This design comes from an exercise in tuning for small area and a short achievable clock period on the open sky130 flow, not from production work.
At most, simulation tests tie the RTL to the original design; equivalence was not proved.
For runs 1 to 5, only the layout was checked, not whether the RTL still works.
Power and IR drop assume default switching activity.

[flow/flow/run.sh]
#!/bin/bash
# The standard layout (standard.sh, its own synthesis script and
# registers), with two changes to how the layout is made:
# - plain buffers on the ports in place of the delay cells buffer_ports picks
#   by default (every port still gets its buffer);
# - no full/half adder cells in synthesis (ADDER_MAP_FILE empty), so abc maps
#   the arithmetic as plain logic and can restructure it.
set -euo pipefail
export BUFFER_PORTS_ARGS="-buffer_cell sky130_fd_sc_hd__buf_2"
bash standard.sh ADDER_MAP_FILE= finish > standard_make.log 2>&1
[flow/standard.sh]
#!/bin/bash
# synth_recipe.tcl (not shown) runs the flow's synth.tcl, then flattens the netlist and writes it again
# the make line also repeats each setting of config.mk as NAME=value (left out here)
make -C /OpenROAD-flow-scripts/flow DESIGN_CONFIG=/design/flow/config.mk WORK_HOME=/design/flow/orfs CLKGATE_MAP_FILE= SYNTH_SCRIPT=/design/flow/synth_recipe.tcl "${@:-finish}"
[flow/config.mk]
export PLATFORM = sky130hd
export DESIGN_NAME = pipelined_fpadder
export DESIGN_NICKNAME = pipelined_fpadder
export VERILOG_FILES = /design/flow/design.v
export SDC_FILE = /design/flow/constraint.sdc
export NUM_CORES = 4
export LEC_CHECK = 0
export ABC_AREA = 1
export CAP_MARGIN = 20
export CORE_MARGIN = 2
export CORE_UTILIZATION = 40
export SETUP_SLACK_MARGIN = 5
export SLEW_MARGIN = 20
export SYNTH_HIERARCHICAL = 1
[flow/constraint.sdc]
create_clock -name core_clock -period 10.0 [get_ports {clk}]
set_input_delay 2.0000 -clock core_clock [delete_from_list [all_inputs] [get_ports {clk}]]
set_output_delay 2.0000 -clock core_clock [all_outputs]
set_load 0.01 [all_outputs]
[flow/design.v]
`timescale 1ns / 1ps
module fadd_align (a,b,sub,s_is_nan,s_is_inf,sign,temp_exp,
op_sub,large_frac23,small_win,small_sticky);
	input [31:0] a,b;
	input sub;
	output s_is_nan, s_is_inf, sign, op_sub;
	output [7:0] temp_exp;
	output [22:0] large_frac23;
	output [25:0] small_win;      
	output small_sticky;          
	wire [7:0] ea = a[30:23], eb = b[30:23];
	wire a_ff = &ea, b_ff = &eb;
	wire a_f0 = ~|a[22:0], b_f0 = ~|b[22:0];
	wire a_inf = a_ff & a_f0, b_inf = b_ff & b_f0;
	wire a_nan = a_ff & ~a_f0, b_nan = b_ff & ~b_f0;
	assign op_sub = sub ^ a[31] ^ b[31];
	assign s_is_inf = a_inf | b_inf;
	assign s_is_nan = a_nan | b_nan | (op_sub & a_inf & b_inf);
	wire pay_b = b[21:0] > a[21:0];
	wire exchange = (b[30:22] > a[30:22]) | (b[30:22] == a[30:22]) & pay_b;
	wire x = s_is_nan ? pay_b : exchange;
	wire [30:0] fp_large = x ? b[30:0] : a[30:0];
	wire [30:0] fp_small = x ? a[30:0] : b[30:0];
	assign sign = x ? sub ^ b[31] : a[31];
	assign temp_exp = s_is_nan ? 8'd1 : fp_large[30:23];
	assign large_frac23 = fp_large[22:0];
	wire [23:0] small24 = s_is_nan ? 24'h0 : {|fp_small[30:23], fp_small[22:0]};
	wire [7:0] fa = {ea[7:1], ea[0] | ~|ea};
	wire [7:0] fb = {eb[7:1], eb[0] | ~|eb};
	wire [8:0] d1 = {1'b0, fa} - {1'b0, fb};
	wire [7:0] d2 = fb - fa;
	wire [7:0] d = d1[8] ? d2 : d1[7:0];
	wire sat = |d[7:5] | d[4] & d[3] & (d[2] | d[1]);
	wire [49:0] y = {small24, 26'h0} >> d[4:0];
	assign small_win = sat ? 26'h0 : y[49:24];
	wire [23:0] below;
	genvar i;
	generate
		for (i = 0; i < 24; i = i + 1) begin : stk
			assign below[i] = d[4:0] > i + 2;
		end
	endgenerate
	assign small_sticky = sat ? |small24 : |(small24 & below);
endmodule
`timescale 1ns / 1ps
module reg_align_cal (a_rm,a_is_nan,a_is_inf,a_sign,a_exp,
a_op_sub,a_large_frac,a_small_win,a_small_sticky,clk,clrn,e,
c_rm,c_is_nan,c_is_inf,c_sign,c_exp,c_op_sub,c_large_frac,c_small_win,
c_small_sticky,c_valid);  
	input [25:0] a_small_win;
	input [22:0] a_large_frac;
	input [7:0] a_exp;
	input [1:0] a_rm;
	input a_is_nan, a_is_inf, a_sign, a_op_sub, a_small_sticky;
	input e;  
	input clk, clrn;  
	output reg [25:0] c_small_win;
	output reg [22:0] c_large_frac;
	output reg [7:0] c_exp;
	output reg [1:0] c_rm;
	output reg c_is_nan,c_is_inf,c_sign,c_op_sub,c_small_sticky;
	output reg c_valid;
	always @ (posedge clk or negedge clrn) begin
		if (!clrn) c_valid <= 0;
		else if (e) c_valid <= 1'b1;
	end
	always @ (posedge clk) begin
		if (e) begin
			c_rm <= a_rm;
			c_is_nan <= a_is_nan;
			c_is_inf <= a_is_inf;
			c_sign <= a_sign;
			c_exp <= a_exp;
			c_op_sub <= a_op_sub;
			c_large_frac <= a_large_frac;
			c_small_win <= a_small_win;
			c_small_sticky <= a_small_sticky;
		end
	end
endmodule
`timescale 1ns / 1ps
module fadd_cal (op_sub,temp_exp,large_frac23,small_win,
small_sticky,valid,frac,grs,exp0);
	input op_sub;
	input [7:0] temp_exp;
	input [22:0] large_frac23;
	input [25:0] small_win;
	input small_sticky;
	input valid;            
	output [23:0] frac;     
	output [1:0] grs;       
	output [7:0] exp0;      
	wire [26:0] small27 = {small_win, small_sticky};
	wire [27:0] large28 = {1'b0, |temp_exp, large_frac23, 3'b000};
	wire [27:0] cal;
	fadd_add28 adder (large28, {1'b0, small27} ^ {28{op_sub}}, op_sub, cal);
	wire [7:0] ee = {temp_exp[7:1], temp_exp[0] | ~|temp_exp};
	wire [27:0] marker = (ee <= 8'd27) ? (28'h8000000 >> ee) : 28'h0;
	wire [27:0] m = cal | marker;
	reg [4:0] lz;
	integer i;
	always @* begin
		lz = 5'd0;
		for (i = 0; i < 28; i = i + 1)
			if (m[i]) lz = 5'd27 - i;
	end
	wire [4:0] sh = valid ? lz : 5'd31;
	wire [27:0] nrm = cal << sh;
	assign frac = nrm[27:4];
	assign grs = {nrm[3], |nrm[2:1]};
	wire [7:0] e1 = temp_exp + 8'd1;
	wire [5:0] lo = {1'b0, e1[4:0]} - {1'b0, sh};
	wire [2:0] hi_m1 = e1[7:5] - 3'd1;
	assign exp0 = {lo[5] ? hi_m1 : e1[7:5], lo[4:0]};
endmodule
module fadd_add28 (x, y, ci, sum);
	input [27:0] x, y;
	input ci;
	output [27:0] sum;
	wire [31:0] g [0:5];
	wire [31:0] p [0:5];
	assign g[0] = {3'b0, x & y, ci};
	assign p[0] = {3'b0, x ^ y, 1'b0};
	genvar l, i;
	generate
		for (l = 0; l < 5; l = l + 1) begin : lv
			for (i = 0; i < 32; i = i + 1) begin : nd
				if ((i >> l) & 1) begin : c
					assign g[l+1][i] = g[l][i] | p[l][i] & g[l][((i >> l) << l) - 1];
					assign p[l+1][i] = p[l][i] & p[l][((i >> l) << l) - 1];
				end else begin : k
					assign g[l+1][i] = g[l][i];
					assign p[l+1][i] = p[l][i];
				end
			end
		end
	endgenerate
	assign sum = (x ^ y) ^ g[5][27:0];
endmodule
`timescale 1ns / 1ps
module reg_cal_norm (c_rm,c_is_nan,c_is_inf,c_sign,c_exp,c_frac,c_grs,c_valid,
clk,clrn,e,n_rm,n_is_nan,n_is_inf,n_sign,n_exp,n_frac,n_grs);  
	input [23:0] c_frac;
	input [1:0] c_grs;
	input [7:0] c_exp;
	input [1:0] c_rm;
	input c_is_nan, c_is_inf, c_sign, c_valid;
	input e;  
	input clk, clrn;  
	output reg [23:0] n_frac;
	output reg [1:0] n_grs;
	output reg [7:0] n_exp;
	output reg [1:0] n_rm;
	output reg n_is_nan,n_is_inf,n_sign;
	always @ (posedge clk or negedge clrn) begin
		if (!clrn) begin
			n_is_nan <= 0;
			n_is_inf <= 0;
			n_sign <= 0;
			n_frac <= 0;
			n_grs <= 0;
		end else if (e) begin
			n_is_nan <= c_is_nan & c_valid;
			n_is_inf <= c_is_inf & c_valid;
			n_sign <= c_sign & c_valid;
			n_frac <= c_frac;
			n_grs <= c_grs;
		end
	end
	always @ (posedge clk) begin
		if (e) begin
			n_rm <= c_rm;
			n_exp <= c_exp;
		end
	end
endmodule
`timescale 1ns / 1ps
module fadd_norm (rm,is_nan,is_inf,sign,exp0,frac,grs,s);
	input [1:0] rm;
	input is_nan, is_inf, sign;
	input [7:0] exp0;
	input [23:0] frac;
	input [1:0] grs;
	output [31:0] s;
	wire g = grs[1], st = grs[0];
	wire frac_plus_1 =
		~rm[1] & ~rm[0] & g & (st | frac[0]) |
		~rm[1] &  rm[0] & (g | st) & sign |
		 rm[1] & ~rm[0] & (g | st) & ~sign;
	wire [31:0] pa [0:5];
	assign pa[0] = {9'h0, frac[22:0]};
	genvar l, i;
	generate
		for (l = 0; l < 5; l = l + 1) begin : lv
			for (i = 0; i < 32; i = i + 1) begin : nd
				if ((i >> l) & 1) begin : c
					assign pa[l+1][i] = pa[l][i] & pa[l][((i >> l) << l) - 1];
				end else begin : p
					assign pa[l+1][i] = pa[l][i];
				end
			end
		end
	endgenerate
	wire [22:0] ones = pa[5][22:0];
	wire [22:0] fr_inc = frac[22:0] ^ ({ones[21:0], 1'b1} & {23{frac_plus_1}});
	wire carry = frac_plus_1 & ones[22];
	wire e_ff = &exp0;
	wire e_fe = &exp0[7:1] & ~exp0[0];
	wire [7:0] eo;   
	assign eo[0] = 1'b1;
	generate
		for (i = 1; i < 8; i = i + 1) begin : eon
			assign eo[i] = &exp0[i-1:0];
		end
	endgenerate
	wire [7:0] exp_inc = exp0 ^ (eo & {8{carry}});
	wire [7:0] exponent = frac[23] ? exp_inc : 8'h00;
	wire overflow = frac[23] & (e_ff | e_fe & carry);
	wire to_max = rm[1] & rm[0] | ~rm[1] & rm[0] & ~sign | rm[1] & ~rm[0] & sign;
	assign s = is_nan   ? {1'b1, 8'hff, 1'b1, fr_inc[21:0]} :
	           overflow ? (to_max ? {sign, 8'hfe, 23'h7fffff} : {sign, 8'hff, 23'h0}) :
	           is_inf   ? {sign, 8'hff, 23'h0} :
	                      {sign, exponent, fr_inc};
endmodule
`timescale 1ns / 1ps
module pipelined_fpadder (a,b,sub,rm,s,clk,clrn,e);  
	input clk, clrn;  
	input [31:0] a, b;  
	input [1:0] rm;  
	input sub;  
	input e;  
	output [31:0] s;  
	wire a_is_nan, a_is_inf, a_sign, a_op_sub, a_small_sticky;
	wire [7:0] a_exp;
	wire [22:0] a_large_frac;
	wire [25:0] a_small_win;
	fadd_align alignment (a,b,sub,a_is_nan,a_is_inf,a_sign,a_exp,a_op_sub,
	a_large_frac,a_small_win,a_small_sticky);
	wire c_is_nan, c_is_inf, c_sign, c_op_sub, c_small_sticky;
	wire [7:0] c_exp;
	wire c_valid;
	wire [1:0] c_rm;
	wire [22:0] c_large_frac;
	wire [25:0] c_small_win;
	reg_align_cal reg_ac (rm,a_is_nan,a_is_inf,a_sign,a_exp,a_op_sub,
	a_large_frac,a_small_win,a_small_sticky,clk,clrn,e,
	c_rm,c_is_nan,c_is_inf,c_sign,c_exp,c_op_sub,c_large_frac,c_small_win,
	c_small_sticky,c_valid);
	wire [23:0] c_frac;
	wire [1:0] c_grs;
	wire [7:0] c_exp0;
	fadd_cal calculation (c_op_sub,c_exp,c_large_frac,c_small_win,
	c_small_sticky,c_valid,c_frac,c_grs,c_exp0);
	wire [23:0] n_frac;
	wire [1:0] n_grs;
	wire [7:0] n_exp;
	wire [1:0] n_rm;
	wire n_is_nan, n_is_inf, n_sign;
	reg_cal_norm reg_cn (c_rm,c_is_nan,c_is_inf,c_sign,c_exp0,c_frac,c_grs,c_valid,
	clk,clrn,e,n_rm,n_is_nan,n_is_inf,n_sign,n_exp,n_frac,n_grs);
	fadd_norm normalization (n_rm,n_is_nan,n_is_inf,n_sign,n_exp,n_frac,n_grs,s);
endmodule
==> results of run 1 <==
per-layer routing:
layer  wire (µm)  vias to the layer above
met2       22900                      506
met3        2120                       98
met5           0                        -
met4        2200                        0
li1            -                     7806
met1       20100                     6911
final timing paths:
path / startpoint / to / slack [ps] / cells past startpoint
max in group asynchronous: clrn / reg_cn.n_grs[1] / 7860 / 1
min: reg_ac.c_rm[0] / reg_cn.n_rm[0] / 420 / 0
min in group asynchronous: clrn / reg_cn.n_frac[18] / 1670 / 1
min reg2reg: reg_ac.c_rm[0] / reg_cn.n_rm[0] / 420 / 0
max: b[23] / reg_ac.c_small_win[6] / 5180 / 19
max reg2reg: reg_ac.c_op_sub / reg_cn.n_exp[7] / 5360 / 30
sequential cells by signal, summed over array words and instances (netlist names):
name and flops:
reg_ac.c_exp 8, reg_ac.c_is_inf 1, reg_ac.c_is_nan 1, reg_ac.c_large_frac 23, reg_ac.c_op_sub 1, reg_ac.c_rm 2, reg_ac.c_sign 1, reg_ac.c_small_sticky 1
reg_ac.c_small_win 26, reg_ac.c_valid 1, reg_cn.n_exp 8, reg_cn.n_frac 24, reg_cn.n_grs 2, reg_cn.n_is_inf 1, reg_cn.n_is_nan 1, reg_cn.n_rm 2
reg_cn.n_sign 1
Yosys stat by module (local to each module, per instance), a selection:
| module | cell area, µm² | cells | flip-flops and latches | times used |
|---|---|---|---|---|
| fadd_norm | 1370 | 277 | 0 | 1 |
| fadd_cal | 2930 | 612 | 0 | 1 |
| fadd_align | 4600 | 987 | 0 | 1 |
| reg_cal_norm | 1410 | 133 | 39 | 1 |
| reg_align_cal | 1960 | 68 | 65 | 1 |
| fadd_add28 | 1480 | 319 | 0 | 1 |
Yosys cell counts, types with 2 or more instances:
| library cell | instances | share of area |
|---|---|---|
| nand2_1 | 841 | 0.23 |
| xor2_1 | 57 | 0.036 |
| nand3_2 | 11 | 0.0080 |
| nor3_2 | 5 | 0.0036 |
| o21bai_1 | 9 | 0.0049 |
| edfxtp_1 | 74 | 0.16 |
| nand3_1 | 360 | 0.13 |
| nor3_1 | 13 | 0.0047 |
| buf_4 | 8 | 0.0044 |
| nand4_1 | 42 | 0.019 |
| nor2_1 | 233 | 0.064 |
| clkbuf_1 | 23 | 0.0063 |
| nand2_2 | 53 | 0.024 |
| nand3b_1 | 9 | 0.0049 |
| nand2_4 | 18 | 0.015 |
| a21oi_1 | 89 | 0.032 |
| buf_1 | 10 | 0.0027 |
| xnor2_1 | 20 | 0.013 |
| clkinv_1 | 5 | 0.0014 |
| a31oi_1 | 8 | 0.0036 |
| nor2_4 | 10 | 0.0082 |
| o21ai_2 | 2 | 0.0013 |
| o211ai_1 | 3 | 0.0016 |
| buf_2 | 26 | 0.0095 |
| o21a_1 | 4 | 0.0022 |
| nor2_2 | 20 | 0.0091 |
| o21ai_1 | 7 | 0.0025 |
| or2_2 | 4 | 0.0018 |
| nor2_8 | 2 | 0.0029 |
| a21boi_0 | 2 | 0.0011 |
| inv_1 | 255 | 0.070 |
| and2_1 | 3 | 0.0014 |
| o21ai_0 | 76 | 0.028 |
| and3_1 | 3 | 0.0014 |
| buf_8 | 3 | 0.0033 |
| buf_6 | 10 | 0.0082 |
| inv_2 | 30 | 0.0082 |
| dfrtp_1 | 30 | 0.055 |
| nor4_1 | 2 | 0.00091 |
| nand3_4 | 4 | 0.0051 |
power breakdown:
part           switching (mW)  leakage, nW  total (mW)  internal, mW
logic                    1.51         6.74        2.24         0.727
registers              0.0916         1.08       0.665         0.573
clock network           0.158        0.131       0.327         0.169
repair_timing:
action	in CTS	in global routing
pin swaps	1	5
cloned	4	2
setup buffers	1	14
setup endpoints to repair	58	60
gates resized for setup	10	31
final cells by class:
type	count	area (µm²)
Timing Repair inverter	1	7.51
Inverter	290	1110
Timing Repair Buffer	124	709
Multi-Input combinational cell	1934	9440
Sequential cell	104	2970
Clock buffer	12	236
Tap cell	448	561
Clock inverter	4	22.5
Fill cell	3771	18600
cell families (layout without fill, tap and decap cells):
family	Yosys count	in the layout	share of synthesized area
AOI/OAI and AO/OA	206	206	0.0812
xor gates and xnor gates	77	77	0.0491
buffers and inverters	370	431	0.113
DFF	104	104	0.216
other	1	8	0.000273
and+or+nand+nor	1638	1643	0.540
per-stage QoR:
step | cell area, µm² | std cells
floorplan | 13800 | 2403
global placement | 14400 | 2880
detailed placement | 14400 | 2880
CTS | 14800 | 2901
global route | 15100 | 2917
finish | 15100 | 2917
worst register-to-register path: cells and delay by family, from the launching register on:
| family | cells | cell delay [ps] |
|---|---|---|
| xor+xnor | 3 | 600 |
| buf+inv | 5 | 670 |
| simple gates | 17 | 1830 |
| compound gates | 5 | 850 |
| flops | 1 | 420 |
==> run summary, run 1 <==
post-synth cell types 52; Post-synth EDFFs 74; Post-synth ARST share 0.288; RSZ-0062 raised after global routing no; FF+latch count, synth 104; Power Density 214 nW/µm²; Total Power between 3 and 4 mW; crit start category primary input; input/output buffers 101; Worst Skew 14.0 ps; worst path bufs/invs 3; most frequent cells in the layout nand2_1, nand3_1, inv_1, nor2_1, buf_2; hold crit path type reg -> reg; DP Worst Slack 4130 ps; DPL Wire Length 37.2 mm; global-route wire length before repair 74.6 mm; core area 33,700 µm²; critical-path cell list buf_2 -> nand4_1 -> nor2_1 -> inv_1 -> nor2_1 -> nand3_1 -> nand2_4 -> inv_2 -> nand3_4 -> nand2_8 -> nand2_1 -> nand3_1 -> nand2_1 -> nand2_1 -> nand2_1 -> nand3_1 -> a21oi_1 -> nand2_1 -> nor2_1; Initial DRT Pass Iterations 6; top_reg_cell synth edfxtp_1; number of global-route vias before repair 14,200; worst rel slew slack 0.532; synthesized area 13,700 µm²; Placer Congestion between 0.9 and 1; Antenna diodes 0; CTS Buf Count 9; row count 67; die area 35,900 µm²; Synth-to-Final Area Change 9.50%; worst-skew pair later-pin latency 370 ps; Req. time, crit path 10,200 ps; H-tree levels 3; Tmin final approximately 4800 ps; fmax slightly above 200 MHz; DIE WIDTH 189 µm; Clock Sinks between 100 and 150; Min Hold Slack 419 ps; met1 Track Usage GR 0.325; DRC Markers 0; DRT iter0 DRCs 1,228; vias 15,300; clk slew on worst S/H paths 60 ps; Critical Path Most Common Cell nand2_1; grt peak-use layer met2; maxcap violations 0; CP delay by family, top simple AND/OR/NAND/NOR gates; share of cells above drive strength 1 0.132; Worst Setup End Kind flip-flop; CP Class in -> reg; setup slack after layout around 5200 ps; worst slew pin tran 703 ps; GRT Util Overall 0.262; Max clock buf depth 2; fin crit share 0.482; yosys warns 11; Routed WL 47.4 mm; commonest non-fill, non-tap cell in the layout nand2_1; M2 GR Usage 0.464; worst vdd ir 0.101 mV; CP arrival between 5000 and 6000 ps; Final setup violation count 0; Post-CTS Hold Buffers 0; CTS tree built; Mapped Avg Cell Area 5.74 µm²; pin count of the biggest net entering global routing 64; setup_tns 0 ps; Top-Level Pins 102; clock root buffer clkbuf_16; Seq/Total Area, Yosys 0.216; Post-Syn Instances 2,396; wire length per cell approximately 16 µm; grt ovf 0; crit-path max cell delay 470 ps; final hold violation count 0; max-slew violation count 0; Nets 2,534; final cell utilization of the core 0.447; vias per cell 5.25; GR Util met3 0.0209; slowest cell on the critical path nor2_1; Crit Path Max Fanout 22; cell leakage power 7.95 nW; Routed Antenna Nets 0; antenna violations before repair 0; Die Span Y 189 µm; Initial Util 0.408; status no timing/DRC/antenna violations
==> run 2: changes to the inputs <==
--- a/flow/design.v
+++ b/flow/design.v
@@ -30,7 +30,7 @@
 	wire [8:0] d1 = {1'b0, fa} - {1'b0, fb};
 	wire [7:0] d2 = fb - fa;
 	wire [7:0] d = d1[8] ? d2 : d1[7:0];
-	wire sat = |d[7:5] | d[4] & d[3] & (d[2] | d[1]);
+	wire sat = |d[7:5];
 	wire [49:0] y = {small24, 26'h0} >> d[4:0];
 	assign small_win = sat ? 26'h0 : y[49:24];
 	wire [23:0] below;
@@ -97,13 +97,8 @@
 	wire [7:0] ee = {temp_exp[7:1], temp_exp[0] | ~|temp_exp};
 	wire [27:0] marker = (ee <= 8'd27) ? (28'h8000000 >> ee) : 28'h0;
 	wire [27:0] m = cal | marker;
-	reg [4:0] lz;
-	integer i;
-	always @* begin
-		lz = 5'd0;
-		for (i = 0; i < 28; i = i + 1)
-			if (m[i]) lz = 5'd27 - i;
-	end
+	wire [4:0] lz;
+	fadd_lzc32 lzc ({m, 4'h0}, lz);
 	wire [4:0] sh = valid ? lz : 5'd31;
 	wire [27:0] nrm = cal << sh;
 	assign frac = nrm[27:4];
@@ -136,6 +131,31 @@
 		end
 	endgenerate
 	assign sum = (x ^ y) ^ g[5][27:0];
+endmodule
+module fadd_lzc32 (x, lz);
+	input [31:0] x;
+	output [4:0] lz;
+	wire [31:0] v [0:5];
+	wire [4:0] c [0:5][0:31];
+	genvar l, i;
+	generate
+		for (i = 0; i < 32; i = i + 1) begin : leaf
+			assign v[0][i] = x[i];
+			assign c[0][i] = 5'd0;
+		end
+		for (l = 1; l <= 5; l = l + 1) begin : lv
+			for (i = 0; i < (32 >> l); i = i + 1) begin : nd
+				wire hv = v[l-1][2*i+1];
+				assign v[l][i] = hv | v[l-1][2*i];
+				assign c[l][i] = hv ? c[l-1][2*i+1] : (c[l-1][2*i] | (5'd1 << (l-1)));
+			end
+			for (i = (32 >> l); i < 32; i = i + 1) begin : pad
+				assign v[l][i] = 1'b0;
+				assign c[l][i] = 5'd0;
+			end
+		end
+	endgenerate
+	assign lz = c[5][0];
 endmodule
 `timescale 1ns / 1ps
 module reg_cal_norm (c_rm,c_is_nan,c_is_inf,c_sign,c_exp,c_frac,c_grs,c_valid,
==> run 2 against run 1 <==
Worst setup slack got worse by 27 ps. Highest routed layer unchanged. Non-clock buffer count decreased by 16. Die area grew 1.3%. First-iteration DRC count is 12% higher. Clock-buffer cell count down 3. Sequential share of layout area is 0.14 points lower. Clock skew about the same. Global-route usage grew 0.18 points.
==> run summary, run 2 <==
Synth-to-Final Area Change 8.79%; largest area contributor in the netlist nand2_1; Worst Skew 14.4 ps; Tmin final 4850 ps; CP Class in -> reg; Post-synth ARST share 0.288; Critical Path Most Common Cell nand3_1; CTS tree built; vias per cell around 5.3; max-slew violation count 0; crit-path max cell delay 440 ps; GRT Util Overall 0.264; Mapped Avg Cell Area 5.71 µm²; share of cells above drive strength 1 0.134; crit start category primary input; DRC Markers 0; Crit Path Max Fanout 49; cell leakage power 8.00 nW; Largest register FFs 26; H-tree levels 3; worst rel slew slack 0.437; global-route wire length before repair 75.8 mm; DRT iter0 DRCs 1,375; Post-Syn Instances 2,440; setup_tns 0 ps; worst path bufs/invs 5; hold crit path type reg -> reg; row count 68; Post-synth EDFFs 74; core area 34,500 µm²; fin crit share 0.485; wire length per cell 16.4 µm; pin count of the biggest net entering global routing 73; Initial Util 0.404; Clock Sinks 104; Seq/Total Area, Yosys 0.213; yosys warns 11; FF+latch count, synth about 100; Initial DRT Pass Iterations 6; post-synth cell types 61; Commonest cells post-synth nand2_1, nand3_1, inv_1; die area 36,300 µm²; status no timing/DRC/antenna violations; largest registers reg_ac.c_small_win x26, reg_cn.n_frac x24, reg_ac.c_large_frac x23; Most flops, register reg_ac.c_small_win; RSZ-0062 raised after global routing yes; Nets 2,567; worst vdd ir 0.106 mV; CP delay by family, top simple AND/OR/NAND/NOR gates; most common cell in the netlist nand2_1; Top-Level Pins around 100; grt ovf 0; Worst Setup End Kind flip-flop; fmax 206 MHz; Final setup violation count 0; worst-skew pair later-pin latency 370 ps; synth top area cells nand2_1, edfxtp_1, nand3_1, inv_1, nor2_1; DIE WIDTH roughly 190 µm; Power Density approximately 220 nW/µm²; Req. time, crit path 10,170 ps; number of global-route vias before repair 14,300; Placer Congestion 0.971; top_reg_cell synth edfxtp_1; Total Power approximately 3.3 mW; slowest cell on the critical path buf_4; clk slew on worst S/H paths approximately 90 ps; input/output buffers approximately 100; synthesized area roughly 14,000 µm²; worst slew pin tran 845 ps; final hold violation count 0; critical-path cell list buf_2 -> inv_1 -> nand3_1 -> nor2_1 -> nand3_1 -> nand2_1 -> nand2_1 -> inv_2 -> nand2_1 -> inv_1 -> buf_4 -> nand3_1 -> nand2_1 -> nand3_1 -> nand3_1 -> nand3_1 -> a21oi_1; clock root buffer clkbuf_16; DPL Wire Length 38.8 mm; maxcap violations 0; Die Span Y 191 µm; top-area cell type share of the netlist area 0.243; antenna violations before repair 0; CP arrival around 5000 ps; Post-CTS Hold Buffers 0; Routed WL about 48 mm; most frequent cells in the layout nand2_1, nand3_1, inv_1, nor2_1, buf_2; vias 15,700; CTS Buf Count 9; Max clock buf depth 2; commonest non-fill, non-tap cell in the layout nand2_1; Routed Antenna Nets 0
## run 2: cell types whose count changed after synthesis, moves of 5 or more
cell,previous run,this run
buf_2,26,33
o21ai_0,76,106
o21ai_1,7,26
buf_6,10,17
nand3_1,360,305
nand2_1,841,902
inv_2,30,47
a31oi_1,8,3
a21oi_1,89,65
buf_1,10,4
clkbuf_1,23,14
nand2_2,53,47
## run 2: logic make-up after synthesis
family	share of synthesized area
buf+inv	0.122
xor+xnor	0.0453
flops	0.213
mux	0.000808
compound gates	0.0934
simple gates	0.525
other cells	0.000269
## run 2: per-module statistics from Yosys, one instance, submodules excluded, excerpt
module | area [µm²] | cells | times used
fadd_add28 | 1480 | 319 | 1
reg_cal_norm | 1410 | 133 | 1
reg_align_cal | 1960 | 68 | 1
fadd_cal | 2560 | 539 | 1
fadd_lzc32 | 473 | 100 | 1
fadd_norm | 1370 | 277 | 1
fadd_align | 4680 | 1004 | 1
## run 2: timing repair
item                       in CTS  in global routing
gates cloned                    2                  4
buffers inserted                1                  0
setup endpoints to repair      59                 48
pin swaps                       2                  1
gates resized for setup         8                 51
## run 2: final timing paths
path                            slack, ps            start  cells after the start                      to
worst max-delay path                 5150             a[6]                     17  reg_ac.c_small_win[13]
worst min-delay path                  430   reg_ac.c_rm[1]                      0          reg_cn.n_rm[1]
worst max register to register       5340  reg_ac.c_op_sub                     32       reg_cn.n_frac[23]
worst min register to register        430   reg_ac.c_rm[1]                      0          reg_cn.n_rm[1]
max in group asynchronous            7890             clrn                      1         reg_cn.n_grs[0]
min in group asynchronous            1670             clrn                      1       reg_cn.n_frac[13]
## run 2: layout make-up
cell class / instances / area (µm²)
fill: 3806 / 19300
multi-input combinational: 1963 / 9550
sequential: 104 / 2970
inverter: 310 / 1180
timing repair buffer: 108 / 577
tap: 455 / 569
clock buffer: 9 / 225
clock inverter: 7 / 72.6
timing repair inverter: 1 / 5.00
antenna: 1 / 2.50
## run 2: worst reg2reg max path: cells and delay by family (launching register included)
| family | cells | cell delay, ps |
|---|---|---|
| flops | 1 | 420 |
| buf+inv | 5 | 720 |
| simple gates | 23 | 2410 |
| compound gates | 2 | 430 |
| xor+xnor | 2 | 610 |
## run 2: metrics by stage
stage	hold slack, ps	util	cells	instance area [µm²]	worst slack, ps
after detailed placement	406	0.423	2934	14600	4230
after floorplan	400	-	2452	14000	5920
after global routing	438	0.440	2957	15200	4990
final	427	0.440	2958	15200	5150
after CTS	427	0.434	2953	14900	5050
after global placement	401	0.423	2934	14600	4290
## run 2: layer usage
metal / vias to the layer above / wire, µm / global-route usage
li1: 7857 / - / -
met1: 7260 / 21900 / 0.354
met2: 516 / 22500 / 0.443
met3: 76 / 2860 / 0.0359
met4: 0 / 1220 / 0.0751
met5: - / 0 / 0
## run 2: where the power goes
part	internal (mW)	total, mW	leakage [nW]	switching [mW]
sequential	0.570	0.663	1.08	0.0931
combinational	0.707	2.28	6.78	1.57
clock	0.177	0.361	0.143	0.184
total	1.45	3.30	8.00	1.85
==> run 3: changes to the inputs <==
--- a/flow/design.v
+++ b/flow/design.v
@@ -33,14 +33,16 @@
 	wire sat = |d[7:5];
 	wire [49:0] y = {small24, 26'h0} >> d[4:0];
 	assign small_win = sat ? 26'h0 : y[49:24];
-	wire [23:0] below;
+	wire [23:0] po;
+	assign po[0] = small24[0];
 	genvar i;
 	generate
-		for (i = 0; i < 24; i = i + 1) begin : stk
-			assign below[i] = d[4:0] > i + 2;
-		end
-	endgenerate
-	assign small_sticky = sat ? |small24 : |(small24 & below);
+		for (i = 1; i < 24; i = i + 1) begin : por
+			assign po[i] = po[i-1] | small24[i];
+		end
+	endgenerate
+	wire [31:0] q = {{6{po[23]}}, po[22:0], 3'b000};
+	assign small_sticky = sat ? po[23] : q[d[4:0]];
 endmodule
 `timescale 1ns / 1ps
 module reg_align_cal (a_rm,a_is_nan,a_is_inf,a_sign,a_exp,
==> run 3 against run 2 <==
Flip-flop and latch count is the same. Design area shrank 1.7%. Final cell count shrank 5.2%. Critical endpoint is now reg_ac.c_small_win[1]. Largest power group unchanged.
==> run summary, run 3 <==
antenna violations before repair 0; met1 wire length 19.1 mm; Post-DP Area 14,000 µm²; Most flops, register reg_ac.c_small_win; Synth-to-Final Area Change 12.2%; pin count of the biggest net entering global routing 62; FF+latch count, synth 104; most common cell in the netlist nand2_1; DRC Markers 0; share of cells above drive strength 1 0.157; worst vdd ir 0.117 mV; Post-Syn Instances 2,267; most frequent cells in the layout nand2_1, inv_1, nor2_1, nand3_1, buf_2; Power Density 220 nW/µm²; share of the synthesized netlist area taken by xor and xnor gates 0.0542; row count 66; Fill cells 3,514; largest registers reg_ac.c_small_win x26, reg_cn.n_frac x24, reg_ac.c_large_frac x23; Clk pwr share 0.118; vias between 10,000 and 15,000; Switch Pwr 1.77 mW; post-synth cell types 62; met2 wire length 18.7 mm; cell leakage power 7.67 nW; hold crit path type reg -> reg; Post-synth ARST share 0.288; DRT iter0 DRCs 1,097; Worst Skew 12.4 ps; Worst Setup End Kind flip-flop; Die Span Y 186 µm; wire length per cell 14.8 µm; worst slew pin tran 717 ps; Final setup violation count 0; grt ovf 0; largest family of logic cells by synthesized area simple AND/OR/NAND/NOR gates; Post-CTS Hold Buffers 0; FF-to-FF Start reg_ac.c_op_sub; status no timing/DRC/antenna violations; Top-Level Pins 102; CP Class in -> reg; number of global-route vias before repair 13,000; max-slew violation count 0; synthesized area 13,300 µm²; synth top area cells nand2_1, edfxtp_1, nand3_1, inv_1, nor2_1; Crit Path Max Fanout 8; worst-skew pair later-pin latency around 370 ps; fin crit share 0.488; core area between 30,000 and 40,000 µm²; commonest non-fill, non-tap cell in the layout nand2_1; Commonest cells post-synth nand2_1, inv_1, nor2_1; post-synthesis adder-cell area fraction 0; global-route wire length before repair 66.2 mm; Max clock buf depth 2; Sw Share 0.541; Post-Layout Cell Count 2,804; Comb power frac 0.680; top_reg_cell synth edfxtp_1; Routed WL 41.6 mm; Tmin final 4880 ps; vias per cell 5.19; clk slew on worst S/H paths 80 ps; Seq/Total Area, Yosys 0.224; Mapped Avg Cell Area 5.86 µm²; crit path from b[25]; cell area after layout 14,900 µm²; GRT Util Overall 0.241; Min Hold Slack 423 ps; die area between 30,000 and 40,000 µm²; Placer Congestion 0.940; H-tree levels 3; Routed met3 length 2.54 mm; hold_sp reg_ac.c_rm[0]; post-synthesis mux area share 0.00452; worst rel slew slack 0.522; fmax 205 MHz; yosys warns 11; Largest register FFs 26; Routed Antenna Nets 0; largest area contributor in the netlist nand2_1; crit start category primary input; RSZ-0062 raised after global routing yes; clock root buffer clkbuf_16; input/output buffers 101; maxcap violations 0; Max Used Layer met4; setup_tns 0 ps; CP arrival 5060 ps; sequential power share 0.203; compound-cell area share of the yosys netlist 0.128; final hold violation count 0; Clock Sinks 104; Nets about 2,400; Total Power 3.28 mW; Initial Util 0.407; Initial DRT Pass Iterations 8; Post-synth EDFFs 74; CTS tree built; Antenna diodes 0; Req. time, crit path 10,190 ps; DPL Wire Length 32.7 mm; DIE WIDTH 186 µm; CTS Buf Count 9; simple-gate share of the synthesized area 0.465; Cells after DPL 2,750; top-area cell type share of the netlist area 0.228; Pint 1.50 mW
run 3: cell types whose count changed in the layout (fill, tap and decap cells not counted), moves of 11 or more:
cell     delta
nand3_1   -111
nand2_1    -98
o21ai_1    +28
buf_4      +27
nor2_1     -19
nand4_1    -12
o22ai_1    +11
run 3: power groups by stage:
stage	sequential [mW]	combinational (mW)	clock [mW]
after floorplan	0.636	1.63	0
after global placement	0.671	2.05	0
after detailed placement	0.673	2.06	0
after CTS	0.664	2.10	0.394
after global routing	0.680	2.53	0.410
final	0.664	2.23	0.385
run 3: worst paths after layout:
| check | to | slack (ps) | depth (start not counted) |
|---|---|---|---|
| setup / recovery | reg_ac.c_small_win[1] | 5120 | 23 |
| hold / removal | reg_cn.n_rm[0] | 420 | 0 |
| setup reg to reg | reg_cn.n_exp[5] | 5410 | 35 |
| hold reg to reg | reg_cn.n_rm[0] | 420 | 0 |
| max in group asynchronous | reg_cn.n_frac[7] | 7860 | 1 |
| min in group asynchronous | reg_cn.n_frac[21] | 1680 | 1 |
run 3: modules after synthesis (local to each module, per instance), excerpt:
module	copies in the design	cells inside
fadd_add28	1	319
fadd_cal	1	539
fadd_lzc32	1	100
fadd_align	1	831
fadd_norm	1	277
reg_align_cal	1	68
reg_cal_norm	1	133
run 3: per-layer routing:
| metal | vias to the layer above | global-route usage |
|---|---|---|
| li1 | 7393 | - |
| met1 | 6624 | 0.333 |
| met2 | 478 | 0.394 |
| met3 | 55 | 0.0294 |
| met4 | 0 | 0.0731 |
| met5 | - | 0 |
run 3: kinds of logic after synthesis:
family | after synthesis
AO/OA/AOI/OAI | 303
buffers and inverters | 387
multiplexers | 6
XOR/XNOR | 80
flip-flops | 104
other | 1
AND/OR/NAND/NOR | 1386
run 3: worst max-delay path: stages:
cell        delay, ps
buf_2             120
inv_1             110
nand4_1           160
nor4_4            320
nor2_1            110
inv_2              80
nand2_2            90
nand2_1            90
nand2_2            80
nand2_2            90
nand2_4            60
nand2_4            80
nand2_8            80
inv_4             130
nand2_2           190
nand2_8           180
clkinvlp_4        100
buf_4             160
nand2_2           130
o22ai_1           110
o21ai_1           210
o21ai_0           150
o22ai_1           220
run 3: layout make-up:
| class | instances | area, µm² | share of cell area |
|---|---|---|---|
| clock buffer | 9 | 225 | 0.0151 |
| multi-input combinational | 1796 | 9060 | 0.608 |
| sequential | 104 | 2970 | 0.199 |
| inverter | 309 | 1210 | 0.0812 |
| timing repair buffer | 135 | 779 | 0.0523 |
| tap | 442 | 553 | 0.0371 |
| timing repair inverter | 2 | 12.5 | 0.000839 |
| clock inverter | 7 | 95.1 | 0.00638 |
run 3: what timing repair did:
item / CTS / global route
cloned: 5 / 5
pin swaps: 2 / 10
buffers inserted: 3 / 25
resized for setup: 21 / 71
endpoints found under the setup margin: 59 / 56
run 3: stage by stage:
stage	utilization	setup slack, ps
after floorplan	-	5630
after global placement	0.428	3510
after detailed placement	0.428	3560
after CTS	0.443	5000
after global routing	0.457	4960
final	0.457	5120
==> run 4: changes to the inputs <==
--- a/flow/design.v
+++ b/flow/design.v
@@ -22,15 +22,15 @@
 	wire [30:0] fp_large = x ? b[30:0] : a[30:0];
 	wire [30:0] fp_small = x ? a[30:0] : b[30:0];
 	assign sign = x ? sub ^ b[31] : a[31];
-	assign temp_exp = s_is_nan ? 8'd1 : fp_large[30:23];
+	assign temp_exp = fp_large[30:23];
 	assign large_frac23 = fp_large[22:0];
-	wire [23:0] small24 = s_is_nan ? 24'h0 : {|fp_small[30:23], fp_small[22:0]};
+	wire [23:0] small24 = {|fp_small[30:23], fp_small[22:0]};
 	wire [7:0] fa = {ea[7:1], ea[0] | ~|ea};
 	wire [7:0] fb = {eb[7:1], eb[0] | ~|eb};
 	wire [8:0] d1 = {1'b0, fa} - {1'b0, fb};
 	wire [7:0] d2 = fb - fa;
 	wire [7:0] d = d1[8] ? d2 : d1[7:0];
-	wire sat = |d[7:5];
+	wire sat = |d[7:5] | s_is_nan;
 	wire [49:0] y = {small24, 26'h0} >> d[4:0];
 	assign small_win = sat ? 26'h0 : y[49:24];
 	wire [23:0] po;
@@ -42,7 +42,7 @@
 		end
 	endgenerate
 	wire [31:0] q = {{6{po[23]}}, po[22:0], 3'b000};
-	assign small_sticky = sat ? po[23] : q[d[4:0]];
+	assign small_sticky = ~s_is_nan & (sat ? po[23] : q[d[4:0]]);
 endmodule
 `timescale 1ns / 1ps
 module reg_align_cal (a_rm,a_is_nan,a_is_inf,a_sign,a_exp,
==> flow/flow/run.sh (replaced) <==
#!/bin/bash
# The standard layout (standard.sh, its own synthesis script and
# registers), with two changes to how the layout is made:
# - plain buffers on the ports in place of the delay cells buffer_ports picks
#   by default (every port still gets its buffer);
# - no full/half adder cells in synthesis (ADDER_MAP_FILE empty), so abc maps
#   the arithmetic as plain logic and can restructure it;
# - timing repair aims at 5 ns of setup slack.
set -euo pipefail
export BUFFER_PORTS_ARGS="-buffer_cell sky130_fd_sc_hd__buf_2"
bash standard.sh ADDER_MAP_FILE= SETUP_SLACK_MARGIN=5 finish > standard_make.log 2>&1
--- a/flow/config.mk
+++ b/flow/config.mk
@@ -9,6 +9,5 @@
 export CAP_MARGIN = 20
 export CORE_MARGIN = 2
 export CORE_UTILIZATION = 40
-export SETUP_SLACK_MARGIN = 5
 export SLEW_MARGIN = 20
 export SYNTH_HIERARCHICAL = 1
==> run 4 against run 3 <==
Worst setup slack better by 140 ps. Wire length shrank 3.8%. Design area down 2.4%. Total power down 2.5%. Synthesized area about the same. Clock power is 8.1% lower. Hold slack improved by 4.5 ps. Clock skew up 1.6 ps. Utilization down 1.1 points. Fmax is 3.0% higher. Non-clock buffer count shrank 25. Sequential share of layout area is 0.50 points higher.
==> run summary, run 4 <==
status no timing/DRC/antenna violations; worst slew pin tran between 700 and 800 ps; Placer Congestion 0.945; Power Density around 220 nW/µm²; global-route wire length before repair 63.7 mm; vias per cell ~5.1; antenna violations before repair 0; Tmin final around 4700 ps; CP delay by family, top simple AND/OR/NAND/NOR gates; DRC Markers 0; Worst Skew 14.0 ps; GRT Util Overall 0.230; Post-synth ARST share 0.288; worst path bufs/invs 4; Die Span Y 186 µm; CP arrival around 5000 ps; CTS tree built; DPL Wire Length approximately 32 mm; crit-path max cell delay roughly 400 ps; largest registers reg_ac.c_small_win x26, reg_cn.n_frac x24, reg_ac.c_large_frac x23; most common cell in the netlist nand2_1; Post-CTS Hold Buffers 0; Clock Sinks 104; Crit Path Max Fanout 27; number of global-route vias before repair 12,600; Fill cells ~3,500; cell leakage power roughly 7.5 nW; fmax 211 MHz; H-tree levels 3; Seq/Total Area, Yosys 0.224; Synth-to-Final Area Change 9.44%; setup_tns 0 ps; Mapped Avg Cell Area approximately 6 µm²; clk slew on worst S/H paths 80 ps; top-area cell type share of the netlist area 0.244; post-synth cell types 61; Commonest cells post-synth nand2_1, inv_1, nor2_1; hold crit path type reg -> reg; vias 14,300; Largest register FFs 26; commonest non-fill, non-tap cell in the layout nand2_1; max-slew violation count 0; synthesized area 13,300 µm²; worst-skew pair later-pin latency 370 ps; final hold violation count 0; clock root buffer clkbuf_16; Worst Setup End Kind flip-flop; most frequent cells in the layout nand2_1, inv_1, nor2_1, nand3_1, buf_2; Most flops, register reg_ac.c_small_win; critical-path cell list buf_2 -> inv_1 -> nand4_1 -> nor2_1 -> nor2_1 -> nand2_1 -> nand2_1 -> nand2_1 -> nand3_1 -> nand2_1 -> nand2_1 -> nand2_2 -> inv_2 -> o21ai_1 -> nand2_4 -> inv_2 -> nor2_1 -> nand3_1 -> nand2_1 -> a211oi_1 -> o21a_1; Top-Level Pins 102; crit start category primary input; fin crit share 0.474; core area 32,600 µm²; synth top area cells nand2_1, edfxtp_1, inv_1, nand3_1, nor2_1; maxcap violations 0; largest area contributor in the netlist nand2_1; Post-synth EDFFs 74; Req. time, crit path between 10,000 and 15,000 ps; wire length per cell 14.3 µm; top_reg_cell synth edfxtp_1; Initial DRT Pass Iterations 6; yosys warns 11; final cell utilization of the core 0.446; Final setup violation count 0; Max clock buf depth 2; input/output buffers slightly above 100; row count 66; DIE WIDTH 186 µm; worst rel slew slack 0.506; grt ovf 0; Post-Syn Instances around 2,300; CTS Buf Count 9; RSZ-0062 raised after global routing yes; pin count of the biggest net entering global routing 112; CP Class in -> reg; Routed Antenna Nets 0; die area around 35,000 µm²; FF+latch count, synth 104; DRT iter0 DRCs 1,255; Nets 2,418; share of cells above drive strength 1 0.141; worst vdd ir 0.115 mV; Critical Path Most Common Cell nand2_1; slowest cell on the critical path inv_2; Total Power around 3.2 mW; Initial Util 0.407; Routed WL 40.1 mm; Antenna diodes 0
-- run 4: final cells by class --
class | instances | area (µm²) | share of cell area
clock buffers | 10 | 229 | 0.0157
repair buffers | 110 | 588 | 0.0404
clock inverters | 6 | 57.6 | 0.00396
flip-flops and latches | 104 | 2970 | 0.204
inverters | 291 | 1110 | 0.0764
multi-input cells | 1831 | 9020 | 0.621
repair inverters | 1 | 7.51 | 0.000516
well taps | 442 | 553 | 0.0380
-- run 4: power by group --
part / switching [mW] / internal [mW] / leakage [nW] / total, mW
logic: 1.47 / 0.706 / 6.30 / 2.18
registers: 0.0904 / 0.573 / 1.08 / 0.663
clock network: 0.178 / 0.176 / 0.142 / 0.354
-- run 4: modules after synthesis (local to each module, per instance), excerpt --
module	flip-flops and latches	area, µm²	cells inside	copies in the design
reg_cal_norm	39	1410	133	1
fadd_add28	0	1480	319	1
fadd_cal	0	2560	539	1
fadd_lzc32	0	473	100	1
fadd_align	0	4040	845	1
fadd_norm	0	1370	277	1
reg_align_cal	65	1960	68	1
-- run 4: cell families after synthesis --
group | synth area share
xor gates and xnor gates | 0.0521
AOI/OAI and AO/OA | 0.123
other | 0.000282
DFF | 0.224
and+or+nand+nor | 0.478
muxes | 0.00461
buffers and inverters | 0.118
-- run 4: path summary, 6_finish.rpt --
kind,start,endpoint,slack (ps),cells after the start
max reg2reg,reg_ac.c_op_sub,reg_cn.n_frac[22],5430,34
min in group asynchronous,clrn,reg_cn.n_frac[17],1690,1
max,a[28],reg_ac.c_small_win[3],5260,21
max in group asynchronous,clrn,reg_cn.n_frac[0],7860,1
min,reg_ac.c_rm[1],reg_cn.n_rm[1],430,0
min reg2reg,reg_ac.c_rm[1],reg_cn.n_rm[1],430,0
-- run 4: metal layers --
layer | track usage | vias up | routed length [µm]
met2 | 0.365 | 409 | 17500
met3 | 0.0263 | 36 | 2290
li1 | - | 7347 | -
met1 | 0.338 | 6459 | 19700
met4 | 0.0419 | 0 | 580
met5 | 0 | - | 0
-- run 4: through the flow --
stage,setup WS (ps),area (µm²),cells,hold WS [ps]
finish,5260,14500,2795,428
global route,5000,14500,2795,434
floorplan,5730,13300,2293,400
detailed placement,4310,14000,2767,407
CTS,5000,14300,2785,428
global placement,4320,14000,2767,401
-- run 4: timing repair --
item                                    CTS  global route
cloned                                    1             6
buffers inserted                          1             4
pin swaps                                 2             2
resized for setup                         8            57
endpoints found under the setup margin   58            59
==> run 5: changes to the inputs <==
--- a/flow/config.mk
+++ b/flow/config.mk
@@ -9,5 +9,6 @@
 export CAP_MARGIN = 20
 export CORE_MARGIN = 2
 export CORE_UTILIZATION = 40
+export GPL_TIMING_DRIVEN = 1
 export SLEW_MARGIN = 20
 export SYNTH_HIERARCHICAL = 1
==> run 5 against run 4 <==
Still clean. Via count unchanged. Clock power about the same. First-iteration DRC count unchanged. Synthesized area unchanged. Wire length unchanged. Final cell count unchanged. Flip-flop and latch count unchanged. Combinational power about the same. Sequential power about the same. Synthesized cell count unchanged. Worst setup slack unchanged. Die area unchanged.
==> run summary, run 5 <==
Power Density 220 nW/µm²; Fill cells 3,509; RSZ-0062 raised after global routing yes; number of global-route vias before repair 12,600; cell leakage power 7.52 nW; core area roughly 33,000 µm²; share of cells above drive strength 1 0.141; critical-path cell list buf_2 -> inv_1 -> nand4_1 -> nor2_1 -> nor2_1 -> nand2_1 -> nand2_1 -> nand2_1 -> nand3_1 -> nand2_1 -> nand2_1 -> nand2_2 -> inv_2 -> o21ai_1 -> nand2_4 -> inv_2 -> nor2_1 -> nand3_1 -> nand2_1 -> a211oi_1 -> o21a_1; R2R cell count 34; most frequent cells in the layout nand2_1, inv_1, nor2_1, nand3_1, buf_2; Synth-to-Final Area Change 9.44%; fmax 211 MHz; largest registers reg_ac.c_small_win x26, reg_cn.n_frac x24, reg_ac.c_large_frac x23; clk slew on worst S/H paths 80 ps; wire length per cell 14.3 µm; CP Class in -> reg; yosys warns 11; Nets 2,418; Mapped Avg Cell Area 5.83 µm²; Worst Skew 14.0 ps; Initial DRT Pass Iterations 6; Seq/Total Area, Yosys 0.224; Worst Setup End Kind flip-flop; slowest cell on the critical path inv_2; antenna violations before repair 0; GRT Util Overall 0.230; commonest non-fill, non-tap cell in the layout nand2_1; vias per cell approximately 5.1; DIE WIDTH 186 µm; CTS tree built; worst-skew pair later-pin latency 370 ps; Routed Antenna Nets 0; Critical Path Most Common Cell nand2_1; global-route wire length before repair 63.7 mm; Post-synth EDFFs 74; worst rel slew slack 0.506; status no timing/DRC/antenna violations; largest area contributor in the netlist nand2_1; max-slew violation count 0; final hold violation count 0; Routed WL 40.1 mm; reg2reg end reg_cn.n_frac[22]; worst slew pin tran 740 ps; Final setup violation count 0; setup_tns 0 ps; Post-Syn Instances roughly 2,300; row count 66; hold crit path type reg -> reg; DRC Markers 0; H-tree levels 3; Most flops, register reg_ac.c_small_win; CTS Buf Count 9; hold path endpoint reg_cn.n_rm[1]; DPL Wire Length around 32 mm; Die Span Y 186 µm; FF+latch count, synth 104; CP arrival 4960 ps; Hold Path Depth 0; Placer Congestion ~0.95; worst vdd ir roughly 0.11 mV; FF-to-FF Start reg_ac.c_op_sub; Top-Level Pins ~100; flop2flop setup slack between 5000 and 6000 ps; Initial Util 0.407; most common cell in the netlist nand2_1; grt ovf 0; Post-CTS Hold Buffers 0; Req. time, crit path between 10,000 and 15,000 ps; Antenna diodes 0; pin count of the biggest net entering global routing 112; Clock Sinks around 100; Commonest cells post-synth nand2_1, inv_1, nor2_1; synth top area cells nand2_1, edfxtp_1, inv_1, nand3_1, nor2_1; input/output buffers slightly above 100; top-area cell type share of the netlist area 0.244; Largest register FFs 26; die area 34,700 µm²; clock root buffer clkbuf_16; maxcap violations 0; synthesized area about 13,000 µm²; hold_sp reg_ac.c_rm[1]; vias 14,300; CP delay by family, top simple AND/OR/NAND/NOR gates; Post-synth ARST share 0.288; Max clock buf depth 2; top_reg_cell synth edfxtp_1; Post-DP Area 14,000 µm²; post-synth cell types a little over 60; fin crit share 0.474; crit start category primary input; Tmin final 4740 ps; Crit Path Max Fanout 27; worst path bufs/invs 4; cell area after layout 14,500 µm²; crit-path max cell delay 400 ps; DRT iter0 DRCs ~1,300
[run 5: worst max-delay path by stage]
stage                    startpoint                endpoint  slack, ps  cells after the start
floorplan                     a[25]   reg_ac.c_small_sticky       5730                     22
global placement              a[14]  reg_ac.c_small_win[12]       4320                     19
detailed placement            a[17]   reg_ac.c_small_win[1]       4310                     20
CTS                           a[17]   reg_ac.c_small_win[1]       5000                     22
global route        reg_ac.c_op_sub       reg_cn.n_frac[23]       5000                     38
finish                        a[28]   reg_ac.c_small_win[3]       5260                     21
[run 5: where the power goes]
group / switching [mW] / total, mW / internal, mW
clock network: 0.178 / 0.354 / 0.176
registers: 0.0904 / 0.663 / 0.573
logic: 1.47 / 2.18 / 0.706
[run 5: cell families (layout without fill, tap and decap cells)]
| logic type | after synthesis | in the layout | synth area share |
|---|---|---|---|
| buf+inv | 364 | 418 | 0.118 |
| xor+xnor | 79 | 79 | 0.0521 |
| other cells | 1 | 13 | 0.000282 |
| mux | 6 | 6 | 0.00461 |
| flops | 104 | 104 | 0.224 |
| compound gates | 289 | 289 | 0.123 |
| simple gates | 1438 | 1444 | 0.478 |
[run 5: cell type report]
class / instances / area [µm²] / area share
multi-input combinational: 1831 / 9020 / 0.621
sequential: 104 / 2970 / 0.204
inverter: 291 / 1110 / 0.0764
timing repair buffer: 110 / 588 / 0.0404
tap: 442 / 553 / 0.0380
clock buffer: 10 / 229 / 0.0157
clock inverter: 6 / 57.6 / 0.00396
timing repair inverter: 1 / 7.51 / 0.000516
[run 5: layer usage]
| layer | share of wire | up-vias | GRT usage |
|---|---|---|---|
| met5 | 0 | - | 0 |
| met4 | 0.014 | 0 | 0.0419 |
| met3 | 0.057 | 36 | 0.0263 |
| met2 | 0.44 | 409 | 0.365 |
| met1 | 0.49 | 6459 | 0.338 |
| li1 | - | 7347 | - |
[run 5: what timing repair did]
action,4_1_cts,5_1_grt
endpoints found under the setup margin,58,59
hold endpoints to repair,0,0
pin swaps,2,2
cloned,1,6
resized for setup,8,57
setup buffers,1,4
[run 5: stage by stage]
step | cells | util | worst slack [ps] | total power [mW] | hold WS (ps)
6_report | 2795 | 0.446 | 5260 | 3.19 | 428
5_1_grt | 2795 | 0.446 | 5000 | 3.54 | 434
4_1_cts | 2785 | 0.438 | 5000 | 3.10 | 428
3_5_place_dp | 2767 | 0.428 | 4310 | 2.73 | 407
3_3_place_gp | 2767 | 0.428 | 4320 | 2.71 | 401
2_1_floorplan | 2293 | - | 5730 | 2.28 | 400
[run 5: modules after synthesis, one instance, submodules excluded, excerpt]
| module | cell area, µm² | copies in the design |
|---|---|---|
| fadd_align | 4040 | 1 |
| fadd_lzc32 | 473 | 1 |
| fadd_norm | 1370 | 1 |
| reg_align_cal | 1960 | 1 |
| reg_cal_norm | 1410 | 1 |
| fadd_cal | 2560 | 1 |
==> run 6: changes to the inputs <==
--- a/flow/design.v
+++ b/flow/design.v
@@ -82,13 +82,12 @@
 endmodule
 `timescale 1ns / 1ps
 module fadd_cal (op_sub,temp_exp,large_frac23,small_win,
-small_sticky,valid,frac,grs,exp0);
+small_sticky,frac,grs,exp0);
 	input op_sub;
 	input [7:0] temp_exp;
 	input [22:0] large_frac23;
 	input [25:0] small_win;
 	input small_sticky;
-	input valid;            
 	output [23:0] frac;     
 	output [1:0] grs;       
 	output [7:0] exp0;      
@@ -101,7 +100,7 @@
 	wire [27:0] m = cal | marker;
 	wire [4:0] lz;
 	fadd_lzc32 lzc ({m, 4'h0}, lz);
-	wire [4:0] sh = valid ? lz : 5'd31;
+	wire [4:0] sh = lz;
 	wire [27:0] nrm = cal << sh;
 	assign frac = nrm[27:4];
 	assign grs = {nrm[3], |nrm[2:1]};
@@ -161,7 +160,7 @@
 endmodule
 `timescale 1ns / 1ps
 module reg_cal_norm (c_rm,c_is_nan,c_is_inf,c_sign,c_exp,c_frac,c_grs,c_valid,
-clk,clrn,e,n_rm,n_is_nan,n_is_inf,n_sign,n_exp,n_frac,n_grs);  
+clk,clrn,e,n_rm,n_is_nan,n_is_inf,n_sign,n_exp,n_frac,n_grs,n_valid);  
 	input [23:0] c_frac;
 	input [1:0] c_grs;
 	input [7:0] c_exp;
@@ -174,35 +173,31 @@
 	output reg [7:0] n_exp;
 	output reg [1:0] n_rm;
 	output reg n_is_nan,n_is_inf,n_sign;
+	output reg n_valid;
 	always @ (posedge clk or negedge clrn) begin
-		if (!clrn) begin
-			n_is_nan <= 0;
-			n_is_inf <= 0;
-			n_sign <= 0;
-			n_frac <= 0;
-			n_grs <= 0;
-		end else if (e) begin
-			n_is_nan <= c_is_nan & c_valid;
-			n_is_inf <= c_is_inf & c_valid;
-			n_sign <= c_sign & c_valid;
-			n_frac <= c_frac;
-			n_grs <= c_grs;
-		end
+		if (!clrn) n_valid <= 0;
+		else if (e) n_valid <= c_valid;
 	end
 	always @ (posedge clk) begin
 		if (e) begin
 			n_rm <= c_rm;
+			n_is_nan <= c_is_nan;
+			n_is_inf <= c_is_inf;
+			n_sign <= c_sign;
 			n_exp <= c_exp;
-		end
-	end
-endmodule
-`timescale 1ns / 1ps
-module fadd_norm (rm,is_nan,is_inf,sign,exp0,frac,grs,s);
+			n_frac <= c_frac;
+			n_grs <= c_grs;
+		end
+	end
+endmodule
+`timescale 1ns / 1ps
+module fadd_norm (rm,is_nan,is_inf,sign,exp0,frac,grs,valid,s);
 	input [1:0] rm;
 	input is_nan, is_inf, sign;
 	input [7:0] exp0;
 	input [23:0] frac;
 	input [1:0] grs;
+	input valid;            
 	output [31:0] s;
 	wire g = grs[1], st = grs[0];
 	wire frac_plus_1 =
@@ -239,7 +234,8 @@
 	wire [7:0] exponent = frac[23] ? exp_inc : 8'h00;
 	wire overflow = frac[23] & (e_ff | e_fe & carry);
 	wire to_max = rm[1] & rm[0] | ~rm[1] & rm[0] & ~sign | rm[1] & ~rm[0] & sign;
-	assign s = is_nan   ? {1'b1, 8'hff, 1'b1, fr_inc[21:0]} :
+	assign s = ~valid   ? 32'h0 :
+	           is_nan   ? {1'b1, 8'hff, 1'b1, fr_inc[21:0]} :
 	           overflow ? (to_max ? {sign, 8'hfe, 23'h7fffff} : {sign, 8'hff, 23'h0}) :
 	           is_inf   ? {sign, 8'hff, 23'h0} :
 	                      {sign, exponent, fr_inc};
@@ -272,13 +268,13 @@
 	wire [1:0] c_grs;
 	wire [7:0] c_exp0;
 	fadd_cal calculation (c_op_sub,c_exp,c_large_frac,c_small_win,
-	c_small_sticky,c_valid,c_frac,c_grs,c_exp0);
+	c_small_sticky,c_frac,c_grs,c_exp0);
 	wire [23:0] n_frac;
 	wire [1:0] n_grs;
 	wire [7:0] n_exp;
 	wire [1:0] n_rm;
-	wire n_is_nan, n_is_inf, n_sign;
+	wire n_is_nan, n_is_inf, n_sign, n_valid;
 	reg_cal_norm reg_cn (c_rm,c_is_nan,c_is_inf,c_sign,c_exp0,c_frac,c_grs,c_valid,
-	clk,clrn,e,n_rm,n_is_nan,n_is_inf,n_sign,n_exp,n_frac,n_grs);
-	fadd_norm normalization (n_rm,n_is_nan,n_is_inf,n_sign,n_exp,n_frac,n_grs,s);
-endmodule
+	clk,clrn,e,n_rm,n_is_nan,n_is_inf,n_sign,n_exp,n_frac,n_grs,n_valid);
+	fadd_norm normalization (n_rm,n_is_nan,n_is_inf,n_sign,n_exp,n_frac,n_grs,n_valid,s);
+endmodule
--- a/flow/flow/run.sh
+++ b/flow/flow/run.sh
@@ -5,7 +5,7 @@
 #   by default (every port still gets its buffer);
 # - no full/half adder cells in synthesis (ADDER_MAP_FILE empty), so abc maps
 #   the arithmetic as plain logic and can restructure it;
-# - timing repair aims at 5 ns of setup slack.
+# - timing repair aims at 5.2 ns of setup slack.
 set -euo pipefail
 export BUFFER_PORTS_ARGS="-buffer_cell sky130_fd_sc_hd__buf_2"
-bash standard.sh ADDER_MAP_FILE= SETUP_SLACK_MARGIN=5 finish > standard_make.log 2>&1
+bash standard.sh ADDER_MAP_FILE= SETUP_SLACK_MARGIN=5.2 finish > standard_make.log 2>&1
--- a/flow/config.mk
+++ b/flow/config.mk
@@ -9,6 +9,5 @@
 export CAP_MARGIN = 20
 export CORE_MARGIN = 2
 export CORE_UTILIZATION = 40
-export GPL_TIMING_DRIVEN = 1
 export SLEW_MARGIN = 20
 export SYNTH_HIERARCHICAL = 1
==> run 6 against run 5 <==
Final cell count decreased by 5.6%. Highest routed layer unchanged. Utilization increased by 2.4 points. Sequential share of layout area up 0.65 points. Critical path type unchanged.
==> run summary, run 6 <==
worst path bufs/invs 3; crit-path max cell delay approximately 280 ps; DRC Markers 0; cell area after layout 14,900 µm²; Most flops, register reg_ac.c_small_win; final cell utilization of the core 0.470; Post-synth ARST share 0.0190; largest area contributor in the netlist edfxtp_1; largest registers reg_ac.c_small_win x26, reg_cn.n_frac x24, reg_ac.c_large_frac x23; Antenna diodes 0; Min Hold Slack 429 ps; Mapped Avg Cell Area 6.11 µm²; antenna violations before repair 0; pin count of the biggest net entering global routing 81; cell leakage power between 7 and 8 nW; slowest cell on the critical path nand2_4; core area 31,700 µm²; worst rel slew slack 0.310; CP delay by family, top simple AND/OR/NAND/NOR gates; maxcap violations 0; Initial DRT Pass Iterations 6; Sw Share 0.522; Seq/Total Area, Yosys 0.243; CTS Buf Count 9; Placer Congestion 0.967; CP arrival 4710 ps; synthesized area 13,000 µm²; Fill cells 3,389; Max clock buf depth 2; hold crit path type reg -> reg; vias 13,900; Tmin final 4590 ps; Comb power frac 0.673; CP Class in -> reg; fin crit share 0.459; final hold violation count 0; CTS tree built; Routed WL 40.8 mm; input/output buffers 101; Post-DP Area between 10,000 and 15,000 µm²; DPL Wire Length around 31 mm; Top-Level Pins between 100 and 150; Crit Path Max Fanout 14; GRT Util Overall 0.232; DIE WIDTH 184 µm; FF+latch count, synth 105; clk slew on worst S/H paths roughly 80 ps; post-synth cell types 60; fmax about 220 MHz; die area between 30,000 and 40,000 µm²; worst-skew pair later-pin latency 380 ps; Synth-to-Final Area Change 15.0%; setup_tns 0 ps; critical-path cell list buf_2 -> inv_1 -> nor2_1 -> nor2_2 -> inv_2 -> nor2_2 -> nand4_2 -> nand3_1 -> nand3_4 -> nand2_4 -> nand2_1 -> o21ai_2 -> nand2_1 -> nor2_1 -> nand4_1 -> nor2_2 -> nand3b_1 -> nand2_1 -> nand2_1 -> nand2_1 -> a21oi_1; Worst Setup End Kind flip-flop; Post-synth EDFFs 103; row count 65; commonest non-fill, non-tap cell in the layout nand2_1; vias per cell 5.27; Commonest cells post-synth nand2_1, inv_1, nor2_1; clock root buffer clkbuf_16; Critical Path Most Common Cell nand2_1; Clock Sinks 105; global-route wire length before repair 62.9 mm; Nets 2,302; Initial Util 0.409; most common cell in the netlist nand2_1; max-slew violation count 0; most frequent cells in the layout nand2_1, inv_1, nor2_1, nand3_1, o21ai_0; Routed Antenna Nets 0; status no timing/DRC/antenna violations; DRT iter0 DRCs 1,175; Final setup violation count 0; synth top area cells edfxtp_1, nand2_1, inv_1, nand3_1, nor2_1; Pint 1.60 mW; crit start category primary input; grt ovf 0; yosys warns 11; worst slew pin tran 1040 ps; Largest register FFs 26; Post-Syn Instances 2,121; Clk pwr share 0.111; share of cells above drive strength 1 0.194; wire length per cell roughly 15 µm; Req. time, crit path approximately 10,000 ps; Power Density ~220 nW/µm²; number of global-route vias before repair 12,300; Switch Pwr 1.75 mW; H-tree levels 3; Die Span Y around 180 µm; top-area cell type share of the netlist area 0.239; top_reg_cell synth edfxtp_1; sequential power share 0.216; worst vdd ir ~0.10 mV; Post-CTS Hold Buffers 0; RSZ-0062 raised after global routing yes; Worst Skew 16.4 ps
run 6: cell type report:
class                      count  area [µm²]  share of cell area
clock inverter                 7        80.1             0.00537
clock buffer                   9         225              0.0151
sequential                   105        3140               0.211
timing repair inverter         4        27.5             0.00185
multi-input combinational   1675        8780               0.589
tap                          402         503              0.0338
inverter                     292        1140              0.0767
timing repair buffer         145        1000              0.0671
run 6: power groups by stage:
stage,Sequential [mW],Clock [mW],Combinational [mW]
final,0.725,0.371,2.26
after global routing,0.742,0.390,2.52
after CTS,0.725,0.374,2.01
after detailed placement,0.735,0,1.95
after global placement,0.733,0,1.94
after floorplan,0.702,0,1.51
run 6: worst paths after layout:
check / end / slack, ps / depth (start not counted) / startpoint
hold reg to reg: reg_cn.n_sign / 430 / 0 / reg_ac.c_sign
min in group asynchronous: reg_ac.c_valid / 1390 / 1 / clrn
max in group asynchronous: reg_cn.n_valid / 8510 / 1 / clrn
setup / recovery: reg_ac.c_small_sticky / 5410 / 21 / a[25]
hold / removal: reg_cn.n_sign / 430 / 0 / reg_ac.c_sign
setup reg to reg: reg_cn.n_frac[12] / 5460 / 33 / reg_ac.c_op_sub
run 6: modules after synthesis (local to each module, per instance), excerpt:
module	flip-flops and latches	copies in the design	cell area [µm²]	cells
fadd_lzc32	0	1	473	100
reg_align_cal	65	1	1960	68
fadd_add28	0	1	1480	319
fadd_align	0	1	4040	845
fadd_norm	0	1	1410	260
reg_cal_norm	40	1	1210	44
fadd_cal	0	1	2390	485
run 6: metal layers:
metal	share of wire	up-vias	track usage
li1	-	7038	-
met1	0.45	6355	0.315
met2	0.46	459	0.394
met3	0.054	61	0.0162
met4	0.028	0	0.0691
met5	0	-	0
run 6: logic make-up after synthesis:
| family | count (synthesis) | share of synthesized area |
|---|---|---|
| simple gates | 1238 | 0.434 |
| buf+inv | 359 | 0.117 |
| compound gates | 345 | 0.156 |
| flops | 105 | 0.243 |
| xor+xnor | 66 | 0.0446 |
| mux | 7 | 0.00550 |
| other cells | 1 | 0.000289 |
run 6: per-stage QoR:
step | std cells | worst slack, ps | total power [mW]
2_1_floorplan | 2133 | 5730 | 2.21
3_3_place_gp | 2576 | 4360 | 2.68
3_5_place_dp | 2576 | 4360 | 2.69
4_1_cts | 2598 | 5200 | 3.10
5_1_grt | 2639 | 5120 | 3.65
6_report | 2639 | 5410 | 3.35
run 6: timing repair:
action                                  in CTS  in global routing
pin swaps                                    1                 23
cloned                                       4                 11
setup buffers                                2                 30
resized for setup                           27                100
endpoints found under the setup margin      60                 61

==> static timing again, ports no longer ideal <==
How much do the figures lean on ideal ports? The routed layouts below were timed once more, with nothing changed but the port constraints.
Step 1 (the two cells are an assumption about what drives the block):
set clk [get_ports {clk}]
set_driving_cell -lib_cell sky130_fd_sc_hd__clkbuf_16 $clk
set_driving_cell -lib_cell sky130_fd_sc_hd__buf_2 [delete_from_list [all_inputs] $clk]
Step 2 moves the port delays by t, midway between the first and last clock arrival at a register: inputs arrive t later, outputs are due t later. That takes back most of the time a late clock gives input paths.
Three values: ideal ports, drivers, drivers and shift; two values: the first two.
run	shift t [ns]	setup WS [ns]	latest minus earliest clock arrival (ns)	cell pins on the clock port's net
run 1	0.405	5.177 / 5.194 / 4.789	0.014 / 0.014	1
run 2	0.417	5.150 / 5.169 / 4.752	0.020 / 0.020	1
run 3	0.411	5.122 / 5.149 / 4.737	0.013 / 0.013	1
run 4	0.402	5.262 / 5.286 / 4.884	0.014 / 0.014	1
run 5	0.402	5.262 / 5.286 / 4.884	0.014 / 0.014	1
run 6	0.410	5.414 / 5.432 / 5.021	0.016 / 0.017	1
After both steps every run listed still meets setup and hold. For run 2, which loses most, drivers alone change the setup slack by +0.019 ns; drivers and shift together by -0.398 ns.
